This design comes from an exercise in tuning for small area on the open sky130 flow, not from production work.
RTL that was checked went through simulation tests only; none was proved equivalent to the original.
Only the layout flow was run in runs 2 to 4; the RTL was not checked for function there.
No activity file was given, so power comes from the tool's default toggle rates.

===== config.mk =====
export PLATFORM = sky130hd
export DESIGN_NAME = top_stopwatch_watch
export DESIGN_NICKNAME = top_stopwatch_watch
export VERILOG_FILES = /design/flow/design.v
export SDC_FILE = /design/flow/constraint.sdc
export NUM_CORES = 4
export LEC_CHECK = 0
export CAP_MARGIN = 20
export CORE_MARGIN = 2
export CORE_UTILIZATION = 40
export SLEW_MARGIN = 20

===== constraint.sdc =====
create_clock -name core_clock -period 10.0 [get_ports {clk}]
set_input_delay 2.0000 -clock core_clock [delete_from_list [all_inputs] [get_ports {clk}]]
set_output_delay 2.0000 -clock core_clock [all_outputs]
set_load 0.01 [all_outputs]

===== design.v =====
`timescale 1ns / 1ps
module top_stopwatch_watch (
    input               clk,
    input               reset,
    input   [3:0]       sw_under,
    input   [1:0]       sw_upper,
    input               btn_l,
    input               btn_r,
    input               btn_u,
    input               btn_d,
    input               uart_rx,
    output              uart_tx,
    output  [3:0]       fnd_digit,
    output  [7:0]       fnd_data
);
    reg [2:0] c8;
    reg       b_tick;
    reg [2:0] dsel;
    reg [2:0] m5;
    always @(posedge clk, posedge reset) begin
        if (reset) begin
            c8     <= 3'd0;
            b_tick <= 1'b0;
            dsel   <= 3'd0;
            m5     <= 3'd0;
        end
        else begin
            c8     <= c8 + 3'd1;
            b_tick <= &c8[1:0];
            if (b_tick & ~c8[2]) dsel <= dsel + 3'd1;
            if (&c8[1:0]) m5 <= {m5[1:0], ~(m5[2] | m5[1])};
        end
    end
    wire w_tick = b_tick & ~(|m5);
    wire o_btn_r, o_btn_l, o_btn_up, o_btn_down;
    btn_debounce U_BD_RUNSTOP(.clk(clk), .reset(reset), .sample_en(b_tick), .i_btn(btn_r), .o_btn(o_btn_r));
    btn_debounce U_BD_CLEAR  (.clk(clk), .reset(reset), .sample_en(b_tick), .i_btn(btn_l), .o_btn(o_btn_l));
    btn_debounce U_BD_UP     (.clk(clk), .reset(reset), .sample_en(b_tick), .i_btn(btn_u), .o_btn(o_btn_up));
    btn_debounce U_BD_DOWN   (.clk(clk), .reset(reset), .sample_en(b_tick), .i_btn(btn_d), .o_btn(o_btn_down));
    wire op_r, op_l, op_u, op_d, op_0, op_1, op_2;
    wire w_monitor_type;
    wire [27:0] w_out_time;
    uart_top U_UART (
        .clk        (clk),
        .reset      (reset),
        .b_tick     (b_tick),
        .uart_rx    (uart_rx),
        .uart_tx    (uart_tx),
        .type_sw_w  (w_monitor_type),
        .time_bcd   (w_out_time),
        .op_r(op_r), .op_l(op_l), .op_u(op_u), .op_d(op_d),
        .op_0(op_0), .op_1(op_1), .op_2(op_2)
    );
    reg mode_sel_reg, sw_w_sel_reg, displayarea_sel_reg;
    always @(posedge clk, posedge reset) begin
        if (reset) begin
            mode_sel_reg <= 1'b0;
            sw_w_sel_reg <= 1'b0;
            displayarea_sel_reg <= 1'b0;
        end
        else begin
            mode_sel_reg <= mode_sel_reg ^ op_0;
            sw_w_sel_reg <= sw_w_sel_reg ^ op_1;
            displayarea_sel_reg <= displayarea_sel_reg ^ op_2;
        end
    end
    wire w_mode_sel        = sw_under[3] ? mode_sel_reg        : sw_under[0];
    wire w_sw_w_sel        = sw_under[3] ? sw_w_sel_reg        : sw_under[1];
    wire w_displayarea_sel = sw_under[3] ? displayarea_sel_reg : sw_under[2];
    wire w_modify_mode, w_run, w_clear;
    control_unit U_CTRL_UNIT(
        .clk            (clk),
        .reset          (reset),
        .sel_sw_w       (w_sw_w_sel),
        .sel_modify     (sw_upper[1]),
        .btn_l          (o_btn_l | op_l),
        .btn_r          (o_btn_r | op_r),
        .o_monitor_type (w_monitor_type),
        .o_w_modify_mode(w_modify_mode),
        .o_sw_run       (w_run),
        .o_sw_clear     (w_clear)
    );
    wire w_up   = o_btn_up | op_u;
    wire w_down = o_btn_down | op_d;
    reg [4:0] swc;
    wire swc_20 = swc[4] & swc[2];
    wire swc_19 = swc[4] & swc[1] & swc[0];
    always @(posedge clk, posedge reset) begin
        if (reset) swc <= 5'd0;
        else if (swc_20) swc <= {4'd0, w_run};
        else swc <= swc + {4'd0, w_run | swc_19};
    end
    wire [27:0] sw_time;
    wire sw_c0, sw_c1, sw_c2;
    bcd_field #(.TW(4), .MAX_T(9), .MAX_U(9)) U_SW_MSEC (
        .clk(clk), .reset(reset), .clear(w_clear), .step(swc_20 & w_run), .down(w_mode_sel),
        .tens(sw_time[7:4]), .units(sw_time[3:0]), .wrap(sw_c0));
    bcd_field #(.TW(3), .MAX_T(5), .MAX_U(9)) U_SW_SEC (
        .clk(clk), .reset(reset), .clear(w_clear), .step(sw_c0), .down(w_mode_sel),
        .tens(sw_time[14:12]), .units(sw_time[11:8]), .wrap(sw_c1));
    bcd_field #(.TW(3), .MAX_T(5), .MAX_U(9)) U_SW_MIN (
        .clk(clk), .reset(reset), .clear(w_clear), .step(sw_c1), .down(w_mode_sel),
        .tens(sw_time[21:19]), .units(sw_time[18:15]), .wrap(sw_c2));
    bcd_field #(.TW(2), .MAX_T(2), .MAX_U(3)) U_SW_HOUR (
        .clk(clk), .reset(reset), .clear(w_clear), .step(sw_c2), .down(w_mode_sel),
        .tens(sw_time[27:26]), .units(sw_time[25:22]), .wrap());
    wire [27:0] w_time;
    wire w_c0, w_c1, w_c2, w_c0r, w_c1r, w_c2r;
    wire [3:0] msel;
    assign msel[0] = w_modify_mode & ~w_displayarea_sel & ~sw_upper[0];
    assign msel[1] = w_modify_mode & ~w_displayarea_sel &  sw_upper[0];
    assign msel[2] = w_modify_mode &  w_displayarea_sel & ~sw_upper[0];
    assign msel[3] = w_modify_mode &  w_displayarea_sel &  sw_upper[0];
    wire w_ud = w_up | w_down;
    bcd_field #(.TW(4), .MAX_T(9), .MAX_U(9)) U_W_MSEC (
        .clk(clk), .reset(reset), .clear(1'b0),
        .step(msel[0] ? w_ud : w_tick), .down(msel[0] & ~w_up),
        .tens(w_time[7:4]), .units(w_time[3:0]), .wrap(w_c0r));
    assign w_c0 = w_c0r & ~msel[0];
    bcd_field #(.TW(3), .MAX_T(5), .MAX_U(9)) U_W_SEC (
        .clk(clk), .reset(reset), .clear(1'b0),
        .step(msel[1] ? w_ud : w_c0), .down(msel[1] & ~w_up),
        .tens(w_time[14:12]), .units(w_time[11:8]), .wrap(w_c1r));
    assign w_c1 = w_c1r & ~msel[1];
    bcd_field #(.TW(3), .MAX_T(5), .MAX_U(9)) U_W_MIN (
        .clk(clk), .reset(reset), .clear(1'b0),
        .step(msel[2] ? w_ud : w_c1), .down(msel[2] & ~w_up),
        .tens(w_time[21:19]), .units(w_time[18:15]), .wrap(w_c2r));
    assign w_c2 = w_c2r & ~msel[2];
    bcd_field #(.TW(2), .MAX_T(2), .MAX_U(3)) U_W_HOUR (
        .clk(clk), .reset(reset), .clear(1'b0),
        .step(msel[3] ? w_ud : w_c2), .down(msel[3] & ~w_up),
        .tens(w_time[27:26]), .units(w_time[25:22]), .wrap());
    assign w_out_time = w_monitor_type ? w_time : sw_time;
    fnd_controller U_FND_CTRL(
        .sel_display(w_displayarea_sel),
        .digit_sel  (dsel),
        .time_bcd   (w_out_time),
        .fnd_digit  (fnd_digit),
        .fnd_data   (fnd_data)
    );
endmodule
module bcd_field #(
    parameter TW = 3,
    parameter MAX_T = 5,
    parameter MAX_U = 9
) (
    input               clk,
    input               reset,
    input               clear,
    input               step,
    input               down,
    output reg [TW-1:0] tens,
    output reg [3:0]    units,
    output              wrap
);
    localparam [TW-1:0] MT = MAX_T;
    localparam [3:0]    MU = MAX_U;
    wire t_max  = &(tens | ~MT);
    wire u_max  = &(units | ~MU);
    wire u_9    = units[3] & units[0];
    wire t_zero = ~(|tens);
    wire u_zero = ~(|units);
    wire at_top = t_max & u_max;
    wire at_bot = t_zero & u_zero;
    assign wrap = step & (down ? at_bot : at_top);
    always @(posedge clk, posedge reset) begin
        if (reset) begin
            tens  <= {TW{1'b0}};
            units <= 4'd0;
        end
        else if (clear) begin
            tens  <= {TW{1'b0}};
            units <= 4'd0;
        end
        else if (step) begin
            if (down) begin
                if (at_bot) begin
                    tens  <= MT;
                    units <= MU;
                end
                else if (u_zero) begin
                    tens  <= tens - 1'b1;
                    units <= 4'd9;
                end
                else begin
                    units <= units - 4'd1;
                end
            end
            else begin
                if (at_top) begin
                    tens  <= {TW{1'b0}};
                    units <= 4'd0;
                end
                else if (u_9) begin
                    tens  <= tens + 1'b1;
                    units <= 4'd0;
                end
                else begin
                    units <= units + 4'd1;
                end
            end
        end
    end
endmodule
`timescale 1ns / 1ps
module uart_top (
    input         clk,
    input         reset,
    input         b_tick,        
    input         uart_rx,
    output        uart_tx,
    input         type_sw_w,     
    input  [27:0] time_bcd,
    output        op_r,
    output        op_l,
    output        op_u,
    output        op_d,
    output        op_0,
    output        op_1,
    output        op_2
);
    localparam IDLE = 2'd0, START = 2'd1, DATA = 2'd2, STOP = 2'd3;
    reg [1:0] rs;
    reg [3:0] rtc;       
    reg [2:0] rbit;
    reg [7:0] rbuf;
    reg [1:0] rp;        
    wire r_idle = (rs == IDLE);
    wire r_end  = b_tick & (rtc == 4'd7);
    always @(posedge clk, posedge reset) begin
        if (reset) begin
            rs   <= IDLE;
            rtc  <= 4'd0;
            rbit <= 3'd0;
            rbuf <= 8'd0;
            rp   <= 2'd0;
        end
        else begin
            rtc <= r_idle ? 4'd0 : rtc + {3'd0, b_tick};
            rp  <= (rs == STOP && r_end) ? 2'd1 : rp + {1'b0, |rp};
            case (rs)
                IDLE:  if (b_tick & ~uart_rx) rs <= START;
                START: if (r_end) rs <= DATA;
                DATA:  if (r_end) begin
                           rbuf <= {uart_rx, rbuf[7:1]};
                           rbit <= rbit + 3'd1;
                           if (rbit == 3'd7) rs <= STOP;
                       end
                STOP:  if (r_end) rs <= IDLE;
            endcase
        end
    end
    wire rx_done = (rp == 2'd1);
    wire cmd     = (rp == 2'd3);
    assign op_r = cmd & (rbuf == 8'h72);
    assign op_l = cmd & (rbuf == 8'h6C);
    assign op_u = cmd & (rbuf == 8'h75);
    assign op_d = cmd & (rbuf == 8'h64);
    assign op_0 = cmd & (rbuf == 8'h30);
    assign op_1 = cmd & (rbuf == 8'h31);
    assign op_2 = cmd & (rbuf == 8'h32);
    wire   op_s = cmd & (rbuf == 8'h73);
    localparam S_IDLE = 5'd0, S_WAIT = 5'd1, S_START_SPACE = 5'd2;
    localparam S_ALPHA_S = 5'd3, S_ALPHA_W = 5'd4;
    localparam S_COLON = 5'd5, S_SPACE = 5'd6;
    localparam S_HOUR_UP = 5'd7, S_HOUR_LOW = 5'd8, S_HOUR_COL = 5'd9;
    localparam S_MIN_UP = 5'd10, S_MIN_LOW = 5'd11, S_MIN_COL = 5'd12;
    localparam S_SEC_UP = 5'd13, S_SEC_LOW = 5'd14, S_SEC_DOT = 5'd15;
    localparam S_MSEC_UP = 5'd16, S_MSEC_LOW = 5'd17, S_END_SPACE = 5'd18;
    reg [4:0] ss;
    reg       s_tx_start;
    reg       running;
    wire t_busy;
    reg  t_done;
    always @(posedge clk, posedge reset) begin
        if (reset) begin
            ss         <= S_IDLE;
            s_tx_start <= 1'b0;
            running    <= 1'b0;
        end
        else begin
            running    <= (ss != S_IDLE) | op_s;
            s_tx_start <= 1'b0;
            case (ss)
                S_IDLE: if (op_s) ss <= S_WAIT;
                S_WAIT: if (~t_busy) begin
                    s_tx_start <= 1'b1;
                    ss <= S_START_SPACE;
                end
                S_START_SPACE: if (t_done) begin
                    s_tx_start <= 1'b1;
                    ss <= type_sw_w ? S_ALPHA_W : S_ALPHA_S;
                end
                S_END_SPACE: if (t_done) begin
                    s_tx_start <= 1'b1;
                    ss <= S_IDLE;
                end
                default: if (t_done) begin
                    s_tx_start <= 1'b1;
                    ss <= ss + 5'd1;
                end
            endcase
        end
    end
    reg [3:0] digit;
    reg [7:0] s_data;
    always @(*) begin
        digit = 4'd0;
        case (ss)
            S_HOUR_UP:  digit = {2'b00, time_bcd[27:26]};
            S_HOUR_LOW: digit = time_bcd[25:22];
            S_MIN_UP:   digit = {1'b0, time_bcd[21:19]};
            S_MIN_LOW:  digit = time_bcd[18:15];
            S_SEC_UP:   digit = {1'b0, time_bcd[14:12]};
            S_SEC_LOW:  digit = time_bcd[11:8];
            S_MSEC_UP:  digit = time_bcd[7:4];
            S_MSEC_LOW: digit = time_bcd[3:0];
            default:    digit = 4'd0;
        endcase
        case (ss)
            S_ALPHA_S:                          s_data = 8'h53;
            S_ALPHA_W:                          s_data = 8'h57;
            S_COLON, S_HOUR_COL, S_MIN_COL:     s_data = 8'h3A;
            S_START_SPACE, S_SPACE, S_END_SPACE: s_data = 8'h20;
            S_SEC_DOT:                          s_data = 8'h2E;
            S_HOUR_UP, S_HOUR_LOW, S_MIN_UP, S_MIN_LOW,
            S_SEC_UP, S_SEC_LOW, S_MSEC_UP, S_MSEC_LOW:
                                                s_data = {4'h3, digit};
            default:                            s_data = 8'h00;
        endcase
    end
    wire       tx_start = running ? s_tx_start : rx_done;
    wire [7:0] tx_data  = running ? s_data : rbuf;
    reg [1:0] ts;
    reg [3:0] ttc;       
    reg [2:0] tbit;      
    reg [7:0] tbuf;
    reg       txr;
    wire t_idle = (ts == IDLE);
    wire t_end  = b_tick & (&ttc);
    assign t_busy = ~t_idle;
    always @(posedge clk, posedge reset) begin
        if (reset) begin
            ts     <= IDLE;
            ttc    <= 4'd0;
            tbit   <= 3'd0;
            tbuf   <= 8'd0;
            txr    <= 1'b1;
            t_done <= 1'b0;
        end
        else begin
            ttc    <= ttc + {3'd0, b_tick & ~t_idle};
            t_done <= (ts == STOP) & t_end;
            case (ts)
                IDLE:  txr <= 1'b1;
                START: txr <= 1'b0;
                DATA:  txr <= tbuf[0];
                STOP:  txr <= 1'b1;
            endcase
            case (ts)
                IDLE:  begin
                    tbuf <= tx_data;
                    if (tx_start) ts <= START;
                end
                START: if (t_end) ts <= DATA;
                DATA:  if (t_end) begin
                    tbuf <= {1'b0, tbuf[7:1]};
                    tbit <= tbit + 3'd1;
                    if (tbit == 3'd7) ts <= STOP;
                end
                STOP:  if (t_end) ts <= IDLE;
            endcase
        end
    end
    assign uart_tx = txr;
endmodule
`timescale 1ns / 1ps
module control_unit(
    input           clk,
    input           reset,
    input           sel_sw_w,
    input           sel_modify,
    input           btn_l,
    input           btn_r,
    output reg      o_monitor_type,  
    output reg      o_w_modify_mode,
    output reg      o_sw_run,
    output reg      o_sw_clear
);
    always @(posedge clk, posedge reset) begin
        if (reset) begin
            o_monitor_type  <= 1'b0;
            o_w_modify_mode <= 1'b0;
            o_sw_run        <= 1'b0;
            o_sw_clear      <= 1'b0;
        end
        else begin
            o_monitor_type  <= sel_sw_w;
            o_w_modify_mode <= sel_sw_w & sel_modify;
            o_sw_clear      <= ~o_monitor_type & ~o_sw_run & ~o_sw_clear & btn_l;
            if (o_sw_run)
                o_sw_run <= o_monitor_type | ~btn_r;
            else
                o_sw_run <= ~o_monitor_type & ~o_sw_clear & ~btn_l & btn_r;
        end
    end
endmodule
`timescale 1ns / 1ps
module fnd_controller(
    input         sel_display,
    input  [2:0]  digit_sel,
    input  [27:0] time_bcd,      
    output [3:0]  fnd_digit,
    output [7:0]  fnd_data
);
    assign fnd_digit = ~(4'b0001 << digit_sel[1:0]);
    reg [3:0] digit;
    always @(*) begin
        case ({sel_display, digit_sel[1:0]})
            3'b000: digit = time_bcd[3:0];
            3'b001: digit = time_bcd[7:4];
            3'b010: digit = time_bcd[11:8];
            3'b011: digit = {1'b0, time_bcd[14:12]};
            3'b100: digit = time_bcd[18:15];
            3'b101: digit = {1'b0, time_bcd[21:19]};
            3'b110: digit = time_bcd[25:22];
            3'b111: digit = {2'b00, time_bcd[27:26]};
        endcase
    end
    wire [3:0] ms_t = time_bcd[7:4];
    wire dot_off = ms_t[3] | (ms_t[2] & (ms_t[1] | ms_t[0]));
    wire [6:0] seg;
    seg7 U_SEG (.d(digit), .seg(seg));
    assign fnd_data[6:0] = ~seg | {7{digit_sel[2]}};
    assign fnd_data[7]   = ~(digit_sel == 3'b110) | dot_off;
endmodule
module seg7 (
    input  [3:0] d,
    output [6:0] seg
);
    wire D = d[3], C = d[2], B = d[1], A = d[0];
    assign seg[0] = D | B | ~(C ^ A);                                    
    assign seg[1] = ~C | ~(B ^ A);                                       
    assign seg[2] = C | ~B | A;                                          
    assign seg[3] = D | (~C & ~A) | (B & ~A) | (~C & B) | (C & ~B & A);  
    assign seg[4] = (~C & ~A) | (B & ~A);                                
    assign seg[5] = D | (~B & ~A) | (C & ~B) | (C & ~A);                 
    assign seg[6] = D | (C ^ B) | (B & ~A);                              
endmodule
`timescale 1ns / 1ps
module btn_debounce(
    input  clk,
    input  reset,
    input  sample_en,
    input  i_btn,
    output o_btn
);
    reg [3:0] cnt;
    always @(posedge clk, posedge reset) begin
        if (reset) begin
            cnt <= 4'd0;
        end
        else if (cnt[3]) begin
            cnt <= (sample_en & ~i_btn) ? 4'd0 : 4'd9;
        end
        else if (sample_en) begin
            cnt <= i_btn ? cnt + 4'd1 : 4'd0;
        end
    end
    assign o_btn = cnt[3] & ~cnt[0];
endmodule

===== run.sh =====
#!/bin/bash
# synth_recipe.tcl (not shown) runs the flow's synth.tcl, then flattens the netlist and writes it again
# the make line also repeats each setting of config.mk as NAME=value (left out here)
make -C /OpenROAD-flow-scripts/flow DESIGN_CONFIG=/design/flow/config.mk WORK_HOME=/design/flow/orfs CLKGATE_MAP_FILE= SYNTH_SCRIPT=/design/flow/synth_recipe.tcl finish

==> results of run 1 <==
==> per-layer routing <==
| layer | up-vias | part of all wire | global-route usage |
|---|---|---|---|
| li1 | 4068 | - | - |
| met4 | 0 | 0.028 | 0.07576 |
| met3 | 33 | 0.046 | 0.03667 |
| met1 | 3906 | 0.47 | 0.2708 |
| met2 | 221 | 0.46 | 0.3080 |
| met5 | - | 0 | 0 |
==> critical path, stage by stage <==
cell and delay [ns]:
clkdlybuf4s50_1 0.74, mux2_2 0.53, a2111oi_2 0.68, a311oi_1 0.09
o221a_2 0.35, ha_1 0.22, or4_1 0.50, o21ai_0 0.17
clkdlybuf4s50_1 0.55
==> cells in the final DEF (no fill, tap or decap), types with 9 or more instances in the layout <==
cell type / n
a311oi_1: 11
clkbuf_16: 17
nand2_1: 90
nor3b_1: 13
xnor2_1: 10
o21ai_0: 69
nand4_1: 15
o31ai_1: 12
and2_1: 11
a211oi_1: 18
nand3_1: 33
a21oi_1: 71
nor2b_1: 23
dfrtp_1: 138
o211ai_1: 12
mux2_2: 31
mux2i_1: 33
a31oi_1: 11
ha_1: 79
inv_1: 70
clkdlybuf4s50_1: 25
and3_1: 9
nor3_1: 42
nand2b_1: 11
nor2_1: 103
==> layout make-up <==
cell class	count	area, um^2
clock buffer	17	425.4
clock inverter	15	178.9
fill	2312	13260
inverter	71	271.5
multi-input combinational	851	5846
sequential	139	3480
tap	324	405.4
timing repair buffer	33	310.3
==> per-stage QoR <==
| step | total power, uW | utilization | worst slack, ns | instance area, um^2 | std cells |
|---|---|---|---|---|---|
| after global placement | 1189 | 0.4263 | 2.252 | 10310 | 1418 |
| after CTS | 1843 | 0.4513 | 2.219 | 10910 | 1450 |
| after global routing | 1942 | 0.4515 | 1.990 | 10920 | 1450 |
| final | 1825 | 0.4515 | 2.175 | 10920 | 1450 |
| after detailed placement | 1198 | 0.4263 | 2.223 | 10310 | 1418 |
| after floorplan | 1065 | - | 3.595 | 9807 | 1119 |
==> path summary, 6_finish.rpt <==
check / end / slack, ns / cells past startpoint
hold / removal: c8[0]$_DFF_PP0_ / 0.42 / 1
hold reg to reg: c8[0]$_DFF_PP0_ / 0.42 / 1
min in group asynchronous: U_UART.rtc[1]$_DFF_PP0_ / 2.07 / 2
setup reg to reg: U_SW_SEC.tens[1]$_DFFE_PP0P_ / 6.72 / 8
max in group asynchronous: dsel[0]$_DFFE_PP0P_ / 6.59 / 3
setup / recovery: fnd_data[3] / 2.17 / 9
==> power breakdown <==
part	leakage (uW)	switching, uW	total, uW	internal [uW]
registers	0.00179	132	759	626
clock network	0.000287	297	634	337
logic	0.00267	242	433	191
total	0.00475	671	1820	1150
==> cells by family (layout without fill, tap and decap cells) <==
| logic type | count (synthesis) | count (layout) | share of synthesized area |
|---|---|---|---|
| buffers and inverters | 129 | 136 | 0.05167 |
| AND/OR/NAND/NOR | 398 | 398 | 0.2062 |
| AO/OA/AOI/OAI | 291 | 291 | 0.1974 |
| adder cells (fa/ha/maj) | 79 | 79 | 0.1008 |
| multiplexers | 67 | 67 | 0.07489 |
| flip-flops | 139 | 139 | 0.3548 |
| XOR/XNOR | 16 | 16 | 0.01429 |
==> synth_stat cells, drive strengths merged (4+ instances only) <==
library cell  count  area, um^2
inv              71       266.5
or4               5       37.54
o221ai            7       61.31
nor4              9       56.30
xnor2            10       87.58
o21ai            69       345.3
o22ai             8       50.05
ha               79       988.5
a31oi            11       68.82
mux2             31       349.1
xor2              6       52.55
o211ai           12       90.09
nor2b            24       157.6
a41oi             5       43.79
nor3             43       220.2
a21o              4       30.03
a22oi             6       45.04
a22o              4       35.03
mux2i            34       340.3
and2             12       75.08
a211o             4       35.03
nand2b           11       68.82
clkbuf           41       153.9
nor2            103       386.6
nand4bb           5       56.30
o31ai            13       102.6
dfrtp           138        3453
nand3b            4       30.03
a211oi           18       135.1
o41ai             5       51.30
a21oi            72       364.1
nor3b            13       97.59
or3               7       43.79
o21a              8       60.06
nand3            33       165.2
a311oi           11       96.34
nand2            90       337.8
and3              9       56.30
buf              16       76.32
nand4            15       93.84
==> qor.yml, run 1 <==
outcome:
  status: "finished clean"
cells_and_area:
  reg_top3: "U_UART.rbuf x8, U_UART.tbuf x8"
  fin_nets: 1205
  antenna_cells: 0
  layout-drive-gt1-share: 0.08348
  syn_to_final_growth_pct: 11.32
clocking:
  clockRootBuffer: "clkbuf_16"
  cts_setup_buffers: 0
  cts_max_level: 4
  cts_hold_buf: 0
  path_clk_slew_ns: 0.07
  cts_resized: 0
  clockBufferDepth: 2
  clock-sinks: 139
  numCtsBuffers: 17
  cts_tree: "yes"
  worstSkewPairLatency_ns: 0.43
floorplan:
  rows: 57
  ios: 26
  die_w_um: 160.6
  die_area_um2: 25790
  core_area_um2: 24180
  start_util: 0.4056
  fp.dieH_um: 160.6
logic_synthesis:
  synthArstFlopShare: 1.000
  synth_area_um2: 9807
  syn_avg_cell_area_um2: 8.764
  syn_nets: 1211
  syn_inst: 1119
  ys_seq_elements: 139
  synth-main-ff-cell: "dfrtp_1"
  synth_edf_count: 0
  ys.warnings.count: 8
  synth_seq_area_share: 0.3548
  synth_cell_types: 81
global_route:
  track_usage: 0.1968
  grt_pass1_vias: 7791
  antenna_found_initial: 0
  overflow: 0
  grt_max_degree: 79
  grt_pass1_wl_um: 40990
setup_path:
  rr_startpoint: "U_SW_MSEC.units[0]$_DFFE_PP0P_"
  startpoint: "sw_under[3]"
  cp.required_ns: 8.00
  crit_path_end_kind: "primary output"
  arrival_ns: 5.83
  critPathKind: "in2out"
  start_kind: "input port"
  critPathMaxFanout: 13
detailed_routing:
  wl_um: 24670
  vias: 8228
  drcViolationCount: 0
  wl_per_cell_um: 17.02
  first_iter_violations: 594
  ant_nets: 0
  vias_per_cell: 5.674
  dr.pass1.iters: 5
sta:
  skew_ns: 0.009930
  whs_ns: 0.4210
  fmax_mhz: 127.8
  post-route-period-util: 0.7825
  max_slew_margin: 0.3311
  layout_min_cycle_time_ns: 7.825
  fin_setup_tns_ns: 0
  setup_violations: 0
  hold_violations: 0
  worst_pin_slew_ns: 1.001
  slew_violations: 0
  grt_setup_unrepaired: "false"
power_and_ir_drop:
  powerDensity_nw_per_um2: 167.2
  p_leak_uw: 0.004750
  ir_drop_mv: 0.08259
worst_hold_path:
  hp-class: "reg2reg"
  hold_start: "c8[0]$_DFF_PP0_"
placed_design:
  io_buffers: 25
  hpwlAfterDp_um: 17810
  gp_congestion: 0.9074
run:
  drv_cap: 0
==> inputs of run 2 (changes only) <==
--- a/design.v
+++ b/design.v
@@ -92,18 +92,18 @@
     end
     wire [27:0] sw_time;
     wire sw_c0, sw_c1, sw_c2;
-    bcd_field #(.TW(4), .MAX_T(9), .MAX_U(9)) U_SW_MSEC (
+    bcd_field #(.TW(4), .MAX_T(9)) U_SW_MSEC (
         .clk(clk), .reset(reset), .clear(w_clear), .step(swc_20 & w_run), .down(w_mode_sel),
         .tens(sw_time[7:4]), .units(sw_time[3:0]), .wrap(sw_c0));
-    bcd_field #(.TW(3), .MAX_T(5), .MAX_U(9)) U_SW_SEC (
+    bcd_field #(.TW(3), .MAX_T(5)) U_SW_SEC (
         .clk(clk), .reset(reset), .clear(w_clear), .step(sw_c0), .down(w_mode_sel),
         .tens(sw_time[14:12]), .units(sw_time[11:8]), .wrap(sw_c1));
-    bcd_field #(.TW(3), .MAX_T(5), .MAX_U(9)) U_SW_MIN (
+    bcd_field #(.TW(3), .MAX_T(5)) U_SW_MIN (
         .clk(clk), .reset(reset), .clear(w_clear), .step(sw_c1), .down(w_mode_sel),
         .tens(sw_time[21:19]), .units(sw_time[18:15]), .wrap(sw_c2));
-    bcd_field #(.TW(2), .MAX_T(2), .MAX_U(3)) U_SW_HOUR (
+    hour_field U_SW_HOUR (
         .clk(clk), .reset(reset), .clear(w_clear), .step(sw_c2), .down(w_mode_sel),
-        .tens(sw_time[27:26]), .units(sw_time[25:22]), .wrap());
+        .tens(sw_time[27:26]), .units(sw_time[25:22]));
     wire [27:0] w_time;
     wire w_c0, w_c1, w_c2, w_c0r, w_c1r, w_c2r;
     wire [3:0] msel;
@@ -112,25 +112,25 @@
     assign msel[2] = w_modify_mode &  w_displayarea_sel & ~sw_upper[0];
     assign msel[3] = w_modify_mode &  w_displayarea_sel &  sw_upper[0];
     wire w_ud = w_up | w_down;
-    bcd_field #(.TW(4), .MAX_T(9), .MAX_U(9)) U_W_MSEC (
+    bcd_field #(.TW(4), .MAX_T(9)) U_W_MSEC (
         .clk(clk), .reset(reset), .clear(1'b0),
         .step(msel[0] ? w_ud : w_tick), .down(msel[0] & ~w_up),
         .tens(w_time[7:4]), .units(w_time[3:0]), .wrap(w_c0r));
     assign w_c0 = w_c0r & ~msel[0];
-    bcd_field #(.TW(3), .MAX_T(5), .MAX_U(9)) U_W_SEC (
+    bcd_field #(.TW(3), .MAX_T(5)) U_W_SEC (
         .clk(clk), .reset(reset), .clear(1'b0),
         .step(msel[1] ? w_ud : w_c0), .down(msel[1] & ~w_up),
         .tens(w_time[14:12]), .units(w_time[11:8]), .wrap(w_c1r));
     assign w_c1 = w_c1r & ~msel[1];
-    bcd_field #(.TW(3), .MAX_T(5), .MAX_U(9)) U_W_MIN (
+    bcd_field #(.TW(3), .MAX_T(5)) U_W_MIN (
         .clk(clk), .reset(reset), .clear(1'b0),
         .step(msel[2] ? w_ud : w_c1), .down(msel[2] & ~w_up),
         .tens(w_time[21:19]), .units(w_time[18:15]), .wrap(w_c2r));
     assign w_c2 = w_c2r & ~msel[2];
-    bcd_field #(.TW(2), .MAX_T(2), .MAX_U(3)) U_W_HOUR (
+    hour_field U_W_HOUR (
         .clk(clk), .reset(reset), .clear(1'b0),
         .step(msel[3] ? w_ud : w_c2), .down(msel[3] & ~w_up),
-        .tens(w_time[27:26]), .units(w_time[25:22]), .wrap());
+        .tens(w_time[27:26]), .units(w_time[25:22]));
     assign w_out_time = w_monitor_type ? w_time : sw_time;
     fnd_controller U_FND_CTRL(
         .sel_display(w_displayarea_sel),
@@ -142,64 +142,91 @@
 endmodule
 module bcd_field #(
     parameter TW = 3,
-    parameter MAX_T = 5,
-    parameter MAX_U = 9
+    parameter MAX_T = 5
 ) (
     input               clk,
     input               reset,
     input               clear,
     input               step,
     input               down,
-    output reg [TW-1:0] tens,
-    output reg [3:0]    units,
+    output [TW-1:0]     tens,
+    output [3:0]        units,
     output              wrap
 );
-    localparam [TW-1:0] MT = MAX_T;
-    localparam [3:0]    MU = MAX_U;
-    wire t_max  = &(tens | ~MT);
-    wire u_max  = &(units | ~MU);
-    wire u_9    = units[3] & units[0];
-    wire t_zero = ~(|tens);
-    wire u_zero = ~(|units);
-    wire at_top = t_max & u_max;
-    wire at_bot = t_zero & u_zero;
-    assign wrap = step & (down ? at_bot : at_top);
+    wire u_zero, u_max, t_zero, t_max;
+    wire step_t = step & (down ? u_zero : u_max);
+    assign wrap = step_t & (down ? t_zero : t_max);
+    bcd_digit #(.W(4), .MAX(9)) U_UNITS (
+        .clk(clk), .reset(reset), .clear(clear), .step(step), .down(down),
+        .q(units), .zero(u_zero), .max(u_max));
+    bcd_digit #(.W(TW), .MAX(MAX_T)) U_TENS (
+        .clk(clk), .reset(reset), .clear(clear), .step(step_t), .down(down),
+        .q(tens), .zero(t_zero), .max(t_max));
+endmodule
+module bcd_digit #(
+    parameter W = 4,
+    parameter MAX = 9
+) (
+    input              clk,
+    input              reset,
+    input              clear,
+    input              step,
+    input              down,
+    output reg [W-1:0] q,
+    output             zero,
+    output             max
+);
+    wire [3:0] x = {{(4-W){1'b0}}, q};    
+    wire [3:0] t_up, t_dn;
+    generate
+        if (MAX == 9) begin : g9
+            assign t_up = {x[0] & (x[3] | (x[1] & x[2])), x[0] & x[1], x[0] & ~x[3], 1'b1};
+            assign t_dn = {~x[0] & ~x[1] & ~x[2], ~x[0] & ~x[1] & (x[2] | x[3]),
+                           ~x[0] & (x[1] | x[2] | x[3]), 1'b1};
+            assign max  = x[3] & x[0];
+        end
+        else begin : g5
+            assign t_up = {1'b0, x[0] & (x[1] | x[2]), x[0] & ~x[2], 1'b1};
+            assign t_dn = {1'b0, ~x[0] & ~x[1], ~x[0] & (x[1] | x[2]), 1'b1};
+            assign max  = x[2] & x[0];
+        end
+    endgenerate
+    assign zero = ~(|q);
+    wire [W-1:0] t = down ? t_dn[W-1:0] : t_up[W-1:0];
+    always @(posedge clk, posedge reset) begin
+        if (reset) q <= {W{1'b0}};
+        else q <= {W{~clear}} & (q ^ ({W{step}} & t));
+    end
+endmodule
+module hour_field (
+    input            clk,
+    input            reset,
+    input            clear,
+    input            step,
+    input            down,
+    output reg [1:0] tens,
+    output reg [3:0] units
+);
+    wire [3:0] u = units;
+    wire [1:0] h = tens;
+    wire u_zero = ~(|u);
+    wire u_max  = u[3] & u[0];
+    wire at23   = h[1] & u[1] & u[0];
+    wire [3:0] tu_up = {u[0] & (u[3] | (u[1] & u[2])), u[0] & u[1] & ~h[1], u[0] & ~u[3], 1'b1};
+    wire [3:0] tu_dn = {~u[0] & ~u[1] & ~u[2] & (u[3] | h[0] | h[1]), ~u[0] & ~u[1] & (u[2] | u[3]),
+                        ~u[0] & (u[1] | u[2] | u[3] | ~(h[0] | h[1])), 1'b1};
+    wire [1:0] th_up = {(u_max & h[0]) | at23, u_max};
+    wire [1:0] th_dn = {u_zero & ~h[0], u_zero & (h[0] | h[1])};
+    wire [3:0] tu = down ? tu_dn : tu_up;
+    wire [1:0] th = down ? th_dn : th_up;
     always @(posedge clk, posedge reset) begin
         if (reset) begin
-            tens  <= {TW{1'b0}};
-            units <= 4'd0;
-        end
-        else if (clear) begin
-            tens  <= {TW{1'b0}};
+            tens  <= 2'd0;
             units <= 4'd0;
         end
-        else if (step) begin
-            if (down) begin
-                if (at_bot) begin
-                    tens  <= MT;
-                    units <= MU;
-                end
-                else if (u_zero) begin
-                    tens  <= tens - 1'b1;
-                    units <= 4'd9;
-                end
-                else begin
-                    units <= units - 4'd1;
-                end
-            end
-            else begin
-                if (at_top) begin
-                    tens  <= {TW{1'b0}};
-                    units <= 4'd0;
-                end
-                else if (u_9) begin
-                    tens  <= tens + 1'b1;
-                    units <= 4'd0;
-                end
-                else begin
-                    units <= units + 4'd1;
-                end
-            end
+        else begin
+            tens  <= {2{~clear}} & (tens ^ ({2{step}} & th));
+            units <= {4{~clear}} & (units ^ ({4{step}} & tu));
         end
     end
 endmodule
@@ -457,15 +484,19 @@
     output o_btn
 );
     reg [3:0] cnt;
+    wire g = sample_en & ~i_btn;     
+    wire a0 = sample_en & cnt[0];
+    wire a1 = a0 & cnt[1];
+    wire a2 = a1 & cnt[2];
     always @(posedge clk, posedge reset) begin
         if (reset) begin
             cnt <= 4'd0;
         end
-        else if (cnt[3]) begin
-            cnt <= (sample_en & ~i_btn) ? 4'd0 : 4'd9;
-        end
-        else if (sample_en) begin
-            cnt <= i_btn ? cnt + 4'd1 : 4'd0;
+        else begin
+            cnt[0] <= ~g & (cnt[3] | (cnt[0] ^ sample_en));
+            cnt[1] <= ~g & ~cnt[3] & (cnt[1] ^ a0);
+            cnt[2] <= ~g & ~cnt[3] & (cnt[2] ^ a1);
+            cnt[3] <= ~g & (cnt[3] | a2);
         end
     end
     assign o_btn = cnt[3] & ~cnt[0];
--- a/config.mk
+++ b/config.mk
@@ -5,7 +5,11 @@
 export SDC_FILE = /design/flow/constraint.sdc
 export NUM_CORES = 4
 export LEC_CHECK = 0
+export ABC_AREA = 1
 export CAP_MARGIN = 20
 export CORE_MARGIN = 2
 export CORE_UTILIZATION = 40
+export CTS_BUF_LIST = sky130_fd_sc_hd__clkbuf_8
+export CTS_CLUSTER_DIAMETER = 100
+export CTS_CLUSTER_SIZE = 30
 export SLEW_MARGIN = 20
==> qor.yml, run 2 <==
logic_synthesis:
  synthArstFlopShare: 1.000  # unchanged
  synth-main-ff-cell: "dfrtp_1"
  synth_cell_types: 54  # -33%
  yosys-top-cells-count: "nand2_1, inv_1, dfrtp_1"
  synth.top_cell.area_share: 0.3971  # +0.04499
  ys.warnings.count: 8  # unchanged
  synth_area_um2: 8696  # -11%
  syn_nets: 1187  # -2.0%
  syn_avg_cell_area_um2: 7.730  # -12%
  synth_edf_count: 0  # unchanged
  syn_inst: 1125  # +0.54%
  synth_most_common_cell: "nand2_1"
  yosys.area.top_type: "dfrtp_1"
  ys_seq_elements: 139  # unchanged
  synth_area_leaders: "dfrtp_1, nand2_1, inv_1"
  synth_seq_area_share: 0.4001  # +0.04533
setup_path:
  cp.required_ns: 8.00  # about the same
  rr_startpoint: "mode_sel_reg$_DFF_PP0_"
  crit_path_end_kind: "primary output"
  arrival_ns: 5.20  # -0.63 ns
  critPathMaxStageDelay_ns: 0.53  # -0.21 ns
  critical-path-top-delay-family: "buffers and inverters"
  slowest_stage: "clkdlybuf4s50_1"
  critPathMaxFanout: 7  # -6
  start_kind: "input port"
  crit_path_frequent_cell: "nand2_1"
  cp_cell_sequence: "clkdlybuf4s50_1 > nand2_1 > nand2_1 > inv_1 > nor2_1 > a22o_1 > a21oi_1 > nand4_1 > o21ai_0 > ha_1 > nor3_1 > o211ai_1 > nand2_1 > clkdlybuf4s50_1"
  startpoint: "sw_under[3]"
  critPathKind: "in2out"
  path_buf_inv: 3  # +1
clocking:
  path_clk_slew_ns: 0.10  # +0.03 ns
  numCtsBuffers: 17  # unchanged
  clockRootBuffer: "clkbuf_8"
  worstSkewPairLatency_ns: 0.46  # +0.03 ns
  cts_hold_buf: 0  # unchanged
  cts_resized: 0  # unchanged
  cts_max_level: 4  # unchanged
  clock-sinks: 139  # unchanged
  clockBufferDepth: 2  # unchanged
  cts_setup_buffers: 0  # unchanged
  cts_tree: "yes"
cells_and_area:
  reg_top3: "U_UART.rbuf x8, U_UART.tbuf x8"
  final_common_cell: "nand2_1"
  final_cell_mix: "nand2_1, inv_1, dfrtp_1"
  fillers: 2106  # -8.9%
  stdcell_area_um2: 9615  # -12%
  layout-drive-gt1-share: 0.06609  # -0.01739
  fin_nets: 1214  # +0.75%
  syn_to_final_growth_pct: 10.58
  antenna_cells: 0  # unchanged
  fin_cells: 1440  # -0.69%
sta:
  slew_violations: 0  # unchanged
  worst_pin_slew_ns: 0.7257  # -0.2756 ns
  hold_violations: 0  # unchanged
  grt_setup_unrepaired: "false"
  layout_min_cycle_time_ns: 7.200  # -0.6254 ns
  fin_setup_tns_ns: 0  # unchanged
  post-route-period-util: 0.7200  # -0.06254
  fmax_mhz: 138.9  # +8.7%
  skew_ns: 0.01915  # +0.009216 ns
  setup_violations: 0  # unchanged
  max_slew_margin: 0.5111  # +0.1800
detailed_routing:
  vias_per_cell: 5.088  # -10%
  drcViolationCount: 0  # unchanged
  wl_per_cell_um: 13.99  # -18%
  vias: 7327  # -11%
  first_iter_violations: 531  # -11%
  wl_um: 20140  # -18%
  dr.pass1.iters: 5  # unchanged
  ant_nets: 0  # unchanged
floorplan:
  ios: 26  # unchanged
  die_area_um2: 22940  # -11%
  fp.dieH_um: 151.4  # -5.7%
  die_w_um: 151.4  # -5.7%
  core_area_um2: 21150  # -13%
  start_util: 0.4111  # +0.005442
  rows: 53  # -7.0%
global_route:
  track_usage: 0.1864  # -0.01032
  grt_pass1_vias: 6930  # -11%
  grt_pass1_wl_um: 33670  # -18%
  antenna_found_initial: 1  # +1
  overflow: 0  # unchanged
  grt_max_degree: 81  # +2.5%
placed_design:
  hpwlAfterDp_um: 14780  # -17%
  gp_congestion: 0.9210  # +1.5%
  dpl_cell_area_um2: 9231  # -10%
  io_buffers: 25  # unchanged
  dp.cells: 1407  # -0.78%
power_and_ir_drop:
  p_comb_frac: 0.206  # -0.031
  p_clk_frac: 0.311  # -0.036
  intPower_uw: 910.7  # -21%
  p_sw_frac: 0.3575  # -0.01013
  pwr-share-seq: 0.483  # +0.067
  powerDensity_nw_per_um2: 147.4  # -12%
  ir_drop_mv: 0.09725  # +18%
  p_leak_uw: 0.004646  # -2.2%
  p_switching_uw: 506.7  # -24%
outcome:
  status: "finished clean"
worst_hold_path:
  hold_start: "c8[0]$_DFF_PP0_"
  hp-class: "reg2reg"
run:
  drv_cap: 0  # unchanged
-- run 2: cell count changes after synthesis, sizes merged, moves of 24 or more --
cell,previous run,this run
o21ai,69,113
mux2i,34,0
ha,79,49
inv,71,171
nand2,90,212
a21oi,72,45
nor2,103,143
xor2,6,46
nor2b,24,0
mux2,31,4
-- run 2: per-stage QoR --
step / setup WS (ns) / util / power (uW) / hold WS [ns]
2_1_floorplan: 4.252 / - / 904.1 / 0.4006
3_3_place_gp: 2.905 / 0.4364 / 979.5 / 0.4185
3_5_place_dp: 2.841 / 0.4364 / 984.4 / 0.4257
4_1_cts: 2.843 / 0.4536 / 1430 / 0.4409
5_1_grt: 2.542 / 0.4545 / 1514 / 0.4783
6_report: 2.800 / 0.4545 / 1417 / 0.4376
-- run 2: path summary, 6_finish.rpt --
check | endpoint | slack (ns) | cells past startpoint
worst max register to register | U_SW_HOUR.units[2]$_DFF_PP0_ | 7.55 | 13
min in group asynchronous | swc[1]$_DFF_PP0_ | 1.97 | 2
worst min-delay path | c8[0]$_DFF_PP0_ | 0.44 | 1
worst max-delay path | fnd_data[3] | 2.80 | 14
max in group asynchronous | U_UART.txr$_DFF_PP1_ | 6.76 | 4
worst min register to register | c8[0]$_DFF_PP0_ | 0.44 | 1
-- run 2: worst reg2reg max path, stage by stage, from the launching register on --
cell      delay (ns)
dfrtp_1         0.38
nand2_1         0.06
nand2_1         0.07
buf_4           0.29
a21oi_1         0.10
nand3b_2        0.31
nor2_4          0.19
nand3_2         0.13
nor2_4          0.18
inv_2           0.08
nor3_4          0.24
nand2_1         0.11
xor2_1          0.15
nor2_1          0.05
-- run 2: metal layers --
metal / wire [um] / global-route usage / part of all wire
met4: 380 / 0.05981 / 0.019
met3: 955 / 0.03916 / 0.047
met5: 0 / 0 / 0
met2: 8986 / 0.2952 / 0.45
met1: 9816 / 0.2553 / 0.49
-- run 2: area by class of cell --
class / instances / area [um^2] / share of cell area
clock buffers: 17 / 234.0 / 0.02433
repair buffers: 30 / 300.3 / 0.03123
well taps: 275 / 344.1 / 0.03578
clock inverters: 15 / 130.1 / 0.01353
inverters: 171 / 646.9 / 0.06727
flip-flops and latches: 139 / 3480 / 0.3619
multi-input cells: 793 / 4481 / 0.4660
-- run 2: cell families after synthesis --
logic type      count (synthesis)  synth area share
xor+xnor                       55           0.05540
compound gates                231            0.1554
buf+inv                       193           0.08460
mux                             4          0.005179
fa+ha+maj                      49           0.07050
flops                         139            0.4001
simple gates                  454            0.2288
-- run 2: power groups by stage --
stage / logic, uW / registers, uW / clock network (uW)
3_3_place_gp: 285 / 695 / 0
4_1_cts: 290 / 684 / 455
2_1_floorplan: 232 / 672 / 0
6_report: 292 / 685 / 440
3_5_place_dp: 289 / 695 / 0
5_1_grt: 341 / 695 / 478
==> inputs of run 3 (changes only) <==
--- a/config.mk
+++ b/config.mk
@@ -10,6 +10,4 @@
 export CORE_MARGIN = 2
 export CORE_UTILIZATION = 40
 export CTS_BUF_LIST = sky130_fd_sc_hd__clkbuf_8
-export CTS_CLUSTER_DIAMETER = 100
-export CTS_CLUSTER_SIZE = 30
 export SLEW_MARGIN = 20
==> qor.yml, run 3 <==
floorplan:
  ios: 26  # unchanged
  start_util: 0.4111  # unchanged
  core_area_um2: 21150  # unchanged
  die_area_um2: 22940  # unchanged
  die_w_um: 151.4  # unchanged
  rows: 53  # unchanged
  fp.dieH_um: 151.4  # unchanged
detailed_routing:
  wl_um: 20140  # unchanged
  vias_per_cell: 5.088  # unchanged
  first_iter_violations: 531  # unchanged
  vias: 7327  # unchanged
  dr.pass1.iters: 5  # unchanged
  drcViolationCount: 0  # unchanged
  ant_nets: 0  # unchanged
  wl_per_cell_um: 13.99  # unchanged
setup_path:
  critPathKind: "in2out"
  crit_path_frequent_cell: "nand2_1"
  path_buf_inv: 3  # unchanged
  start_kind: "input port"
  crit_path_end_kind: "primary output"
  critical-path-top-delay-family: "buffers and inverters"
  critPathMaxFanout: 7  # unchanged
  slowest_stage: "clkdlybuf4s50_1"
  critPathMaxStageDelay_ns: 0.53  # about the same
  cp_cell_sequence: "clkdlybuf4s50_1 > nand2_1 > nand2_1 > inv_1 > nor2_1 > a22o_1 > a21oi_1 > nand4_1 > o21ai_0 > ha_1 > nor3_1 > o211ai_1 > nand2_1 > clkdlybuf4s50_1"
  startpoint: "sw_under[3]"
  rr_startpoint: "mode_sel_reg$_DFF_PP0_"
  arrival_ns: 5.20  # about the same
  cp.required_ns: 8.00  # about the same
placed_design:
  gp_congestion: 0.9210  # unchanged
  io_buffers: 25  # unchanged
  hpwlAfterDp_um: 14780  # unchanged
logic_synthesis:
  syn_avg_cell_area_um2: 7.730  # unchanged
  ys.warnings.count: 8  # unchanged
  synth_most_common_cell: "nand2_1"
  syn_inst: 1125  # unchanged
  synthArstFlopShare: 1.000  # unchanged
  synth_seq_area_share: 0.4001  # unchanged
  synth-main-ff-cell: "dfrtp_1"
  synth_area_um2: 8696  # unchanged
  synth_edf_count: 0  # unchanged
  synth_cell_types: 54  # unchanged
  yosys-top-cells-count: "nand2_1, inv_1, dfrtp_1"
  synth_area_leaders: "dfrtp_1, nand2_1, inv_1"
  synth.top_cell.area_share: 0.3971  # unchanged
  yosys.area.top_type: "dfrtp_1"
  syn_nets: 1187  # unchanged
  ys_seq_elements: 139  # unchanged
worst_hold_path:
  hold_start: "c8[0]$_DFF_PP0_"
  hp-class: "reg2reg"
cells_and_area:
  multi_input_area_um2: 4481  # unchanged
  syn_to_final_growth_pct: 10.58  # unchanged
  ff_latch_area_um2: 3480  # unchanged
  fin_nets: 1214  # unchanged
  reg_top3: "U_UART.rbuf x8, U_UART.tbuf x8"
  layout-drive-gt1-share: 0.06609  # unchanged
  final_util: 0.4545  # unchanged
  final_common_cell: "nand2_1"
  antenna_cells: 0  # unchanged
  final_cell_mix: "nand2_1, inv_1, dfrtp_1"
  fillers: 2106  # unchanged
global_route:
  grt_pass1_vias: 6930  # unchanged
  grt_pass1_wl_um: 33670  # unchanged
  grt_max_degree: 81  # unchanged
  antenna_found_initial: 1  # unchanged
  overflow: 0  # unchanged
  track_usage: 0.1864  # unchanged
power_and_ir_drop:
  ir_drop_mv: 0.09725  # unchanged
  p_leak_uw: 0.004646  # unchanged
  powerDensity_nw_per_um2: 147.4  # unchanged
sta:
  slew_violations: 0  # unchanged
  grt_setup_unrepaired: "false"
  setup_violations: 0  # unchanged
  fmax_mhz: 138.9  # unchanged
  skew_ns: 0.01915  # unchanged
  fin_setup_tns_ns: 0  # unchanged
  worst_pin_slew_ns: 0.7257  # unchanged
  max_slew_margin: 0.5111  # unchanged
  post-route-period-util: 0.7200  # unchanged
  hold_violations: 0  # unchanged
  layout_min_cycle_time_ns: 7.200  # unchanged
clocking:
  cts_resized: 0  # unchanged
  clockRootBuffer: "clkbuf_8"
  clock-sinks: 139  # unchanged
  cts_hold_buf: 0  # unchanged
  cts_max_level: 4  # unchanged
  cts_tree: "yes"
  worstSkewPairLatency_ns: 0.46  # about the same
  path_clk_slew_ns: 0.10  # about the same
  numCtsBuffers: 17  # unchanged
  clockBufferDepth: 2  # unchanged
  cts_setup_buffers: 0  # unchanged
run:
  drv_cap: 0  # unchanged
outcome:
  status: "finished clean"
-- run 3: cell counts after synthesis --
No cell type changed its count.
-- run 3: kinds of logic (layout without fill, tap and decap cells) --
| family | count (synthesis) | count (layout) | synth area share |
|---|---|---|---|
| AO/OA/AOI/OAI | 231 | 231 | 0.1554 |
| flip-flops | 139 | 139 | 0.4001 |
| adder cells (fa/ha/maj) | 49 | 49 | 0.07050 |
| buffers and inverters | 193 | 233 | 0.08460 |
| XOR/XNOR | 55 | 55 | 0.05540 |
| multiplexers | 4 | 4 | 0.005179 |
| AND/OR/NAND/NOR | 454 | 454 | 0.2288 |
-- run 3: area by class of cell --
type                    instances  share of cell area
repair buffers                 30             0.03123
clock buffers                  17             0.02433
clock inverters                15             0.01353
inverters                     171             0.06727
well taps                     275             0.03578
multi-input cells             793              0.4660
flip-flops and latches        139              0.3619
-- run 3: report_power, final --
group	total, uW	leakage (uW)	switching (uW)	internal, uW
combinational	292	0.00267	186	107
sequential	685	0.00179	61.7	623
clock	440	0.000187	259	181
-- run 3: per-layer routing --
layer	part of all wire	GRT usage	wire (um)	vias up
met3	0.047	0.03916	955	26
met4	0.019	0.05981	380	0
met1	0.49	0.2553	9816	3398
met5	0	0	0	-
li1	-	-	-	3745
met2	0.45	0.2952	8986	158
-- run 3: worst paths after layout --
path                                                 to  slack [ns]  cells past startpoint
min in group asynchronous              swc[1]$_DFF_PP0_        1.97                      2
max in group asynchronous          U_UART.txr$_DFF_PP1_        6.76                      4
hold / removal                          c8[0]$_DFF_PP0_        0.44                      1
hold reg to reg                         c8[0]$_DFF_PP0_        0.44                      1
setup reg to reg           U_SW_HOUR.units[2]$_DFF_PP0_        7.55                     13
setup / recovery                            fnd_data[3]        2.80                     14
-- run 3: stage by stage --
| stage | instance area (um^2) | hold WS (ns) | power, uW | setup slack [ns] | cells |
|---|---|---|---|---|---|
| after floorplan | 8696 | 0.4006 | 904.1 | 4.252 | 1125 |
| after global placement | 9231 | 0.4185 | 979.5 | 2.905 | 1407 |
| after detailed placement | 9231 | 0.4257 | 984.4 | 2.841 | 1407 |
| after CTS | 9595 | 0.4409 | 1430 | 2.843 | 1439 |
| after global routing | 9615 | 0.4783 | 1514 | 2.542 | 1440 |
| final | 9615 | 0.4376 | 1417 | 2.800 | 1440 |
==> inputs of run 4 (changes only) <==
--- a/design.v
+++ b/design.v
@@ -288,18 +288,15 @@
     assign op_1 = cmd & (rbuf == 8'h31);
     assign op_2 = cmd & (rbuf == 8'h32);
     wire   op_s = cmd & (rbuf == 8'h73);
-    localparam S_IDLE = 5'd0, S_WAIT = 5'd1, S_START_SPACE = 5'd2;
-    localparam S_ALPHA_S = 5'd3, S_ALPHA_W = 5'd4;
-    localparam S_COLON = 5'd5, S_SPACE = 5'd6;
-    localparam S_HOUR_UP = 5'd7, S_HOUR_LOW = 5'd8, S_HOUR_COL = 5'd9;
-    localparam S_MIN_UP = 5'd10, S_MIN_LOW = 5'd11, S_MIN_COL = 5'd12;
-    localparam S_SEC_UP = 5'd13, S_SEC_LOW = 5'd14, S_SEC_DOT = 5'd15;
-    localparam S_MSEC_UP = 5'd16, S_MSEC_LOW = 5'd17, S_END_SPACE = 5'd18;
+    localparam S_IDLE = 5'b00000, S_WAIT = 5'b00001, S_START_SPACE = 5'b01011;
     reg [4:0] ss;
     reg       s_tx_start;
     reg       running;
     wire t_busy;
     reg  t_done;
+    wire body = ss[4];
+    wire [1:0] f = ss[3:2];
+    wire [1:0] p = ss[1:0];
     always @(posedge clk, posedge reset) begin
         if (reset) begin
             ss         <= S_IDLE;
@@ -307,54 +304,53 @@
             running    <= 1'b0;
         end
         else begin
-            running    <= (ss != S_IDLE) | op_s;
+            running    <= (|ss) | op_s;
             s_tx_start <= 1'b0;
-            case (ss)
-                S_IDLE: if (op_s) ss <= S_WAIT;
-                S_WAIT: if (~t_busy) begin
+            if (ss == S_IDLE) begin
+                if (op_s) ss <= S_WAIT;
+            end
+            else if (ss == S_WAIT) begin
+                if (~t_busy) begin
                     s_tx_start <= 1'b1;
                     ss <= S_START_SPACE;
                 end
-                S_START_SPACE: if (t_done) begin
-                    s_tx_start <= 1'b1;
-                    ss <= type_sw_w ? S_ALPHA_W : S_ALPHA_S;
-                end
-                S_END_SPACE: if (t_done) begin
-                    s_tx_start <= 1'b1;
-                    ss <= S_IDLE;
-                end
-                default: if (t_done) begin
-                    s_tx_start <= 1'b1;
-                    ss <= ss + 5'd1;
-                end
-            endcase
+            end
+            else if (t_done) begin
+                s_tx_start <= 1'b1;
+                if (ss == S_START_SPACE) ss <= {4'b0110, type_sw_w};
+                else ss <= ss + {3'd0, body & p[1], ~(body & p[1])};
+            end
         end
     end
     reg [3:0] digit;
-    reg [7:0] s_data;
     always @(*) begin
-        digit = 4'd0;
-        case (ss)
-            S_HOUR_UP:  digit = {2'b00, time_bcd[27:26]};
-            S_HOUR_LOW: digit = time_bcd[25:22];
-            S_MIN_UP:   digit = {1'b0, time_bcd[21:19]};
-            S_MIN_LOW:  digit = time_bcd[18:15];
-            S_SEC_UP:   digit = {1'b0, time_bcd[14:12]};
-            S_SEC_LOW:  digit = time_bcd[11:8];
-            S_MSEC_UP:  digit = time_bcd[7:4];
-            S_MSEC_LOW: digit = time_bcd[3:0];
-            default:    digit = 4'd0;
+        case ({f, p[0]})
+            3'b000: digit = {2'b00, time_bcd[27:26]};
+            3'b001: digit = time_bcd[25:22];
+            3'b010: digit = {1'b0, time_bcd[21:19]};
+            3'b011: digit = time_bcd[18:15];
+            3'b100: digit = {1'b0, time_bcd[14:12]};
+            3'b101: digit = time_bcd[11:8];
+            3'b110: digit = time_bcd[7:4];
+            3'b111: digit = time_bcd[3:0];
         endcase
-        case (ss)
-            S_ALPHA_S:                          s_data = 8'h53;
-            S_ALPHA_W:                          s_data = 8'h57;
-            S_COLON, S_HOUR_COL, S_MIN_COL:     s_data = 8'h3A;
-            S_START_SPACE, S_SPACE, S_END_SPACE: s_data = 8'h20;
-            S_SEC_DOT:                          s_data = 8'h2E;
-            S_HOUR_UP, S_HOUR_LOW, S_MIN_UP, S_MIN_LOW,
-            S_SEC_UP, S_SEC_LOW, S_MSEC_UP, S_MSEC_LOW:
-                                                s_data = {4'h3, digit};
-            default:                            s_data = 8'h00;
+    end
+    reg [7:0] s_data;
+    always @(*) begin
+        if (body) begin
+            if (~p[1]) s_data = {4'h3, digit};
+            else case (f)
+                2'd2:    s_data = 8'h2E;
+                2'd3:    s_data = 8'h20;
+                default: s_data = 8'h3A;
+            endcase
+        end
+        else case (ss[3:0])
+            4'b1100: s_data = 8'h53;     
+            4'b1101: s_data = 8'h57;     
+            4'b1110: s_data = 8'h3A;     
+            4'b1011, 4'b1111: s_data = 8'h20;
+            default: s_data = 8'h00;
         endcase
     end
     wire       tx_start = running ? s_tx_start : rx_done;
==> flow/run.sh (new file) <==
#!/bin/bash
# Own layout flow: the standard synthesis, then its combinational logic
# re-mapped by ABC with an area-oriented script (registers, their names and
# cell types untouched), then the standard layout steps with a smaller clock
# tree and smaller port buffers. Each tool's output goes to a log file here.
set -euo pipefail
W=$PWD
F=$W/flow
R=$W/orfs/results/${FLOW_PLATFORM}/top_stopwatch_watch/base
LIB=$FLOW_HOME/platforms/${FLOW_PLATFORM}/lib/sky130_fd_sc_hd__tt_025C_1v80.lib

# 1. standard synthesis, unchanged
bash standard.sh synth > $W/log_1_standard_synth.log 2>&1

# 2. re-map the combinational logic
cp $R/1_2_yosys.v $W/1_2_yosys_standard.v
DONT_USE=$(sed -n '/DONT_USE_CELLS/,/^$/p' $FLOW_HOME/platforms/${FLOW_PLATFORM}/config.mk | grep -o 'sky130_fd_sc_hd__[A-Za-z0-9_]*' | tr '\n' ' ')
LIB=$LIB NET_IN=$W/1_2_yosys_standard.v NET_OUT=$W/1_2_yosys_resynth.v TOP=$FLOW_TOP \
  STAT_PRE=$W/resynth_stat_pre.txt STAT_POST=$W/resynth_stat_post.txt \
  DONT_USE="$DONT_USE" ABC_SCRIPT=$F/resynth.abc \
  yosys -c $F/resynth.tcl > $W/log_2_resynth.log 2>&1
cp $W/1_2_yosys_resynth.v $R/1_2_yosys.v
rm -f $R/1_synth.odb $R/1_synth.sdc
touch $R/1_2_yosys.v

# 3. standard layout steps
export CTS_ARGS="-sink_clustering_enable -repair_clock_nets -dont_use_dummy_load ${OWN_CTS_ARGS:--buf_list sky130_fd_sc_hd__clkbuf_8}"
export BUFFER_PORTS_ARGS="-buffer_cell sky130_fd_sc_hd__buf_1"
bash standard.sh finish > $W/log_3_standard_layout.log 2>&1
==> flow/resynth.abc (new file) <==
strash
 &get -n
 &fraig -x
 &put
 balance -l
 resub -K 6 -l
 rewrite -l
 resub -K 6 -N 2 -l
 refactor -l
 resub -K 8 -l
 balance -l
 resub -K 8 -N 2 -l
 rewrite -l
 resub -K 10 -l
 rewrite -z -l
 resub -K 10 -N 2 -l
 balance -l
 resub -K 12 -l
 refactor -z -l
 resub -K 12 -N 2 -l
 rewrite -z -l
 balance -l
 balance -l
 resub -K 6 -l
 rewrite -l
 resub -K 6 -N 2 -l
 refactor -l
 resub -K 8 -l
 balance -l
 resub -K 8 -N 2 -l
 rewrite -l
 resub -K 10 -l
 rewrite -z -l
 resub -K 10 -N 2 -l
 balance -l
 resub -K 12 -l
 refactor -z -l
 resub -K 12 -N 2 -l
 rewrite -z -l
 balance -l
 dch -f
 amap
==> flow/resynth.tcl (new file) <==
# Re-map the combinational logic of the standard synthesis netlist with a
# stronger ABC script. Registers (and their names and cell types) are kept.
yosys -import
set lib $::env(LIB)
set net_in $::env(NET_IN)
set net_out $::env(NET_OUT)
set seq_cells {sky130_fd_sc_hd__dfrtp_1 sky130_fd_sc_hd__dfrtp_2 sky130_fd_sc_hd__dfrtp_4 sky130_fd_sc_hd__dfstp_1 sky130_fd_sc_hd__dfstp_2 sky130_fd_sc_hd__dfstp_4 sky130_fd_sc_hd__dfxtp_1 sky130_fd_sc_hd__dfxtp_2 sky130_fd_sc_hd__dfxtp_4 sky130_fd_sc_hd__dfrbp_1 sky130_fd_sc_hd__dfrbp_2 sky130_fd_sc_hd__dfsbp_1 sky130_fd_sc_hd__dfsbp_2 sky130_fd_sc_hd__dfbbp_1 sky130_fd_sc_hd__dfbbn_1 sky130_fd_sc_hd__dfbbn_2}
read_liberty -ignore_miss_func $lib
read_verilog $net_in
hierarchy -top $::env(TOP)
foreach c $seq_cells { catch { setattr -mod -set keep_hierarchy 1 $c } }
# every cell type the netlist uses that is not in seq_cells gets flattened
flatten
opt_clean -purge
tee -o $::env(STAT_PRE) stat -liberty $lib
set dont_use {}
foreach c $::env(DONT_USE) { lappend dont_use -dont_use $c }
abc -liberty $lib -script $::env(ABC_SCRIPT) {*}$dont_use
opt_clean -purge
hilomap -singleton -hicell sky130_fd_sc_hd__conb_1 HI -locell sky130_fd_sc_hd__conb_1 LO
insbuf -buf sky130_fd_sc_hd__buf_4 A X
opt_clean -purge
tee -o $::env(STAT_POST) stat -liberty $lib
# keep only the top module; the cell library stays outside the netlist
foreach m [split [string trim [tee -q -s result.string select -list-mod =* ]] "\n"] { }
select -module $::env(TOP)
write_verilog -noattr -nohex -nodec -selected $net_out
==> standard.sh (new file) <==
#!/bin/bash
# synth_recipe.tcl (not shown) runs the flow's synth.tcl, then flattens the netlist and writes it again
# the make line also repeats each setting of config.mk as NAME=value (left out here)
make -C /OpenROAD-flow-scripts/flow DESIGN_CONFIG=/design/flow/config.mk WORK_HOME=/design/flow/orfs CLKGATE_MAP_FILE= SYNTH_SCRIPT=/design/flow/synth_recipe.tcl "${@:-finish}"
--- a/config.mk
+++ b/config.mk
@@ -9,5 +9,4 @@
 export CAP_MARGIN = 20
 export CORE_MARGIN = 2
 export CORE_UTILIZATION = 40
-export CTS_BUF_LIST = sky130_fd_sc_hd__clkbuf_8
 export SLEW_MARGIN = 20
removed: run.sh
==> qor.yml, run 4 <==
cells_and_area:
  fin_nets: 969  # -20%
  fin_cells: 1183  # -18%
  multi_input_area_um2: 3475  # -22%
  ff_latch_area_um2: 3480  # unchanged
  final_common_cell: "nor2_1"
  reg_top3: "U_UART.rbuf x8, U_UART.tbuf x8"
  syn_to_final_growth_pct: 8.921
  antenna_cells: 0  # unchanged
  fillers: 1841  # -13%
  layout-drive-gt1-share: 0.02516  # -0.04094
  final_cell_mix: "nor2_1, dfrtp_1, clkinv_1"
sta:
  skew_ns: 0.03525  # +0.01611 ns
  setup_violations: 0  # unchanged
  layout_min_cycle_time_ns: 7.262  # +0.06207 ns
  fmax_mhz: 137.7  # -0.86%
  post-route-period-util: 0.7262  # +0.006207
  worst_pin_slew_ns: 1.049  # +0.3235 ns
  hold_violations: 0  # unchanged
  grt_setup_unrepaired: "false"
  slew_violations: 0  # unchanged
  max_slew_margin: 0.2983  # -0.2127
  fin_setup_tns_ns: 0  # unchanged
floorplan:
  fp.dieH_um: 139.7  # -7.8%
  rows: 49  # -7.5%
  die_w_um: 139.7  # -7.8%
  start_util: 0.4085  # -0.002562
  ios: 26  # unchanged
  die_area_um2: 19510  # -15%
  core_area_um2: 18020  # -15%
clocking:
  path_clk_slew_ns: 0.07  # -0.03 ns
  cts_tree: "yes"
  cts_hold_buf: 0  # unchanged
  cts_max_level: 4  # unchanged
  worstSkewPairLatency_ns: 0.47  # about the same
  cts_resized: 0  # unchanged
  clockRootBuffer: "clkbuf_8"
  clock-sinks: 139  # unchanged
  clockBufferDepth: 2  # unchanged
  cts_setup_buffers: 0  # unchanged
  numCtsBuffers: 17  # unchanged
placed_design:
  hpwlAfterDp_um: 13910  # -5.9%
  io_buffers: 25  # unchanged
  dp.cells: 1166  # -17%
  gp_congestion: 1.001  # +8.6%
worst_hold_path:
  hp-class: "reg2reg"
  whs_path_depth: 1  # unchanged
logic_synthesis:
  syn_nets: 920  # -22%
  synth_area_um2: 7363  # -15%
  syn_avg_cell_area_um2: 8.118  # +5.0%
  ys.warnings.count: 8  # unchanged
  syn_inst: 907  # -19%
outcome:
  status: "finished clean"
detailed_routing:
  wl_um: 18940  # -6.0%
  wl_per_cell_um: 16.01  # +14%
  ant_nets: 0  # unchanged
  met2_length_um: 8378  # -6.8%
  topRoutingLayerUsed: "met4"
  dr.pass1.iters: 5  # unchanged
  vias_per_cell: 5.664  # +11%
  first_iter_violations: 414  # -22%
  drcViolationCount: 0  # unchanged
  wl_met3_um: 866  # -9.3%
  drt-met1-wl_um: 9236  # -5.9%
  vias: 6701  # -8.5%
power_and_ir_drop:
  powerDensity_nw_per_um2: 157.5  # +6.9%
  p_leak_uw: 0.003141  # -32%
  ir_drop_mv: 0.1001  # +3.0%
global_route:
  antenna_found_initial: 0  # -1
  grt_max_degree: 73  # -9.9%
  overflow: 0  # unchanged
  grt_pass1_vias: 6176  # -11%
  track_usage: 0.1995  # +0.01302
  grt_pass1_wl_um: 31250  # -7.2%
setup_path:
  arrival_ns: 7.63  # +2.43 ns
  critPathMaxFanout: 7  # unchanged
  reg2regPathDepth: 21  # +8
  critPathKind: "in2reg"
  start_kind: "input port"
  cp.required_ns: 10.37  # +2.37 ns
  crit_path_end_kind: "flop"
run:
  drv_cap: 0  # unchanged
==> run 4: cell count changes in the layout (fill, tap and decap cells not counted), sizes merged, moves of 30 or more <==
| cell | change |
|---|---|
| inv | -180 |
| nand2 | -137 |
| clkinv | +105 |
| ha | -49 |
| o22ai | +49 |
| o21ai | -48 |
| xor2 | -45 |
| nor2 | +43 |
| nand3 | -30 |
==> run 4: worst max-delay path: stages <==
cell and delay (ns):
buf_1 0.14, clkinv_1 0.12, o22ai_1 0.34, clkinv_1 0.27, nor2_1 0.27, nand2_1 0.16
nor2_1 0.25, clkinv_1 0.24, a21oi_1 0.23, nand2_1 0.07, nor2_1 0.17, nand2_1 0.10
o32ai_1 0.37, clkinv_1 0.19, nor3b_1 0.36, nand2_1 0.12, o22ai_1 0.24, clkinv_1 0.17
nor3b_1 0.40, nand2_1 0.13, o32ai_1 0.62, o21ai_0 0.25, nor3_1 0.24, nor2_1 0.06
a21oi_1 0.11
==> run 4: report_power, final <==
group | total, uW | switching (uW) | internal, uW | leakage, uW
clock | 340 | 191 | 149 | 0.000122
sequential | 691 | 71.1 | 620 | 0.00180
combinational | 232 | 147 | 85.5 | 0.00122
total | 1260 | 408 | 855 | 0.00314
==> run 4: worst paths after layout <==
path | from | end | slack (ns)
min in group asynchronous | reset | U_W_MSEC.U_TENS.q[2]$_DFF_PP0_ | 1.64
setup reg to reg | U_UART.rbuf[7]$_DFFE_PP0P_ | U_W_HOUR.tens[0]$_DFF_PP0_ | 3.74
hold reg to reg | c8[0]$_DFF_PP0_ | c8[0]$_DFF_PP0_ | 0.47
setup / recovery | sw_under[3] | U_W_HOUR.tens[0]$_DFF_PP0_ | 2.74
hold / removal | c8[0]$_DFF_PP0_ | c8[0]$_DFF_PP0_ | 0.47
max in group asynchronous | reset | U_SW_HOUR.tens[0]$_DFF_PP0_ | 6.92
==> run 4: layout make-up <==
cell class              instances  share of cell area
flip-flops and latches        139              0.4339
multi-input cells             659              0.4332
inverters                     109             0.05164
well taps                     229             0.03573
clock buffers                  17             0.02917
repair buffers                 30             0.01638
==> run 4: layer usage <==
layer / track usage / vias up
met5: 0 / -
met4: 0.07000 / 0
met3: 0.04198 / 38
met2: 0.3044 / 167
met1: 0.2826 / 3126
li1: - / 3370
==> run 4: through the flow <==
step | instance area [um^2] | worst slack, ns | power, uW | hold WS (ns) | util
after global routing | 8020 | 1.887 | 1337 | 0.4916 | 0.4450
after CTS | 8020 | 2.803 | 1274 | 0.4754 | 0.4450
after detailed placement | 7786 | 2.353 | 929.7 | 0.4587 | 0.4320
after global placement | 7786 | 2.615 | 927.5 | 0.4547 | 0.4320
final | 8020 | 2.738 | 1263 | 0.4703 | 0.4450
after floorplan | 7363 | 3.692 | 857.4 | 0.4384 | -

[re-timing with driven ports]
No port has a modelled driver above. Below, the same layouts with a new extraction and two added sets of constraints. Step 1 assumes that a clkbuf_16 drives the clock port and a buf_2 every other input. Step 2 times the ports against the registers' clock, not the clock port: input delays grow and output delays shrink by t, the midpoint of the rising clock arrivals with the driver on. a / b / c = no drivers / after step 1 / after step 2; a / b = the first two.
| run | t (ns) | setup slack, ns |
|---|---|---|
| run 1 | 0.478 | 2.175 / 2.151 / 2.151 |
| run 2 | 0.495 | 2.800 / 2.757 / 2.757 |
| run 3 | 0.495 | 2.800 / 2.757 / 2.757 |
| run 4 | 0.488 | 2.738 / 2.753 / 2.265 |
After both steps every run listed still meets setup and hold.
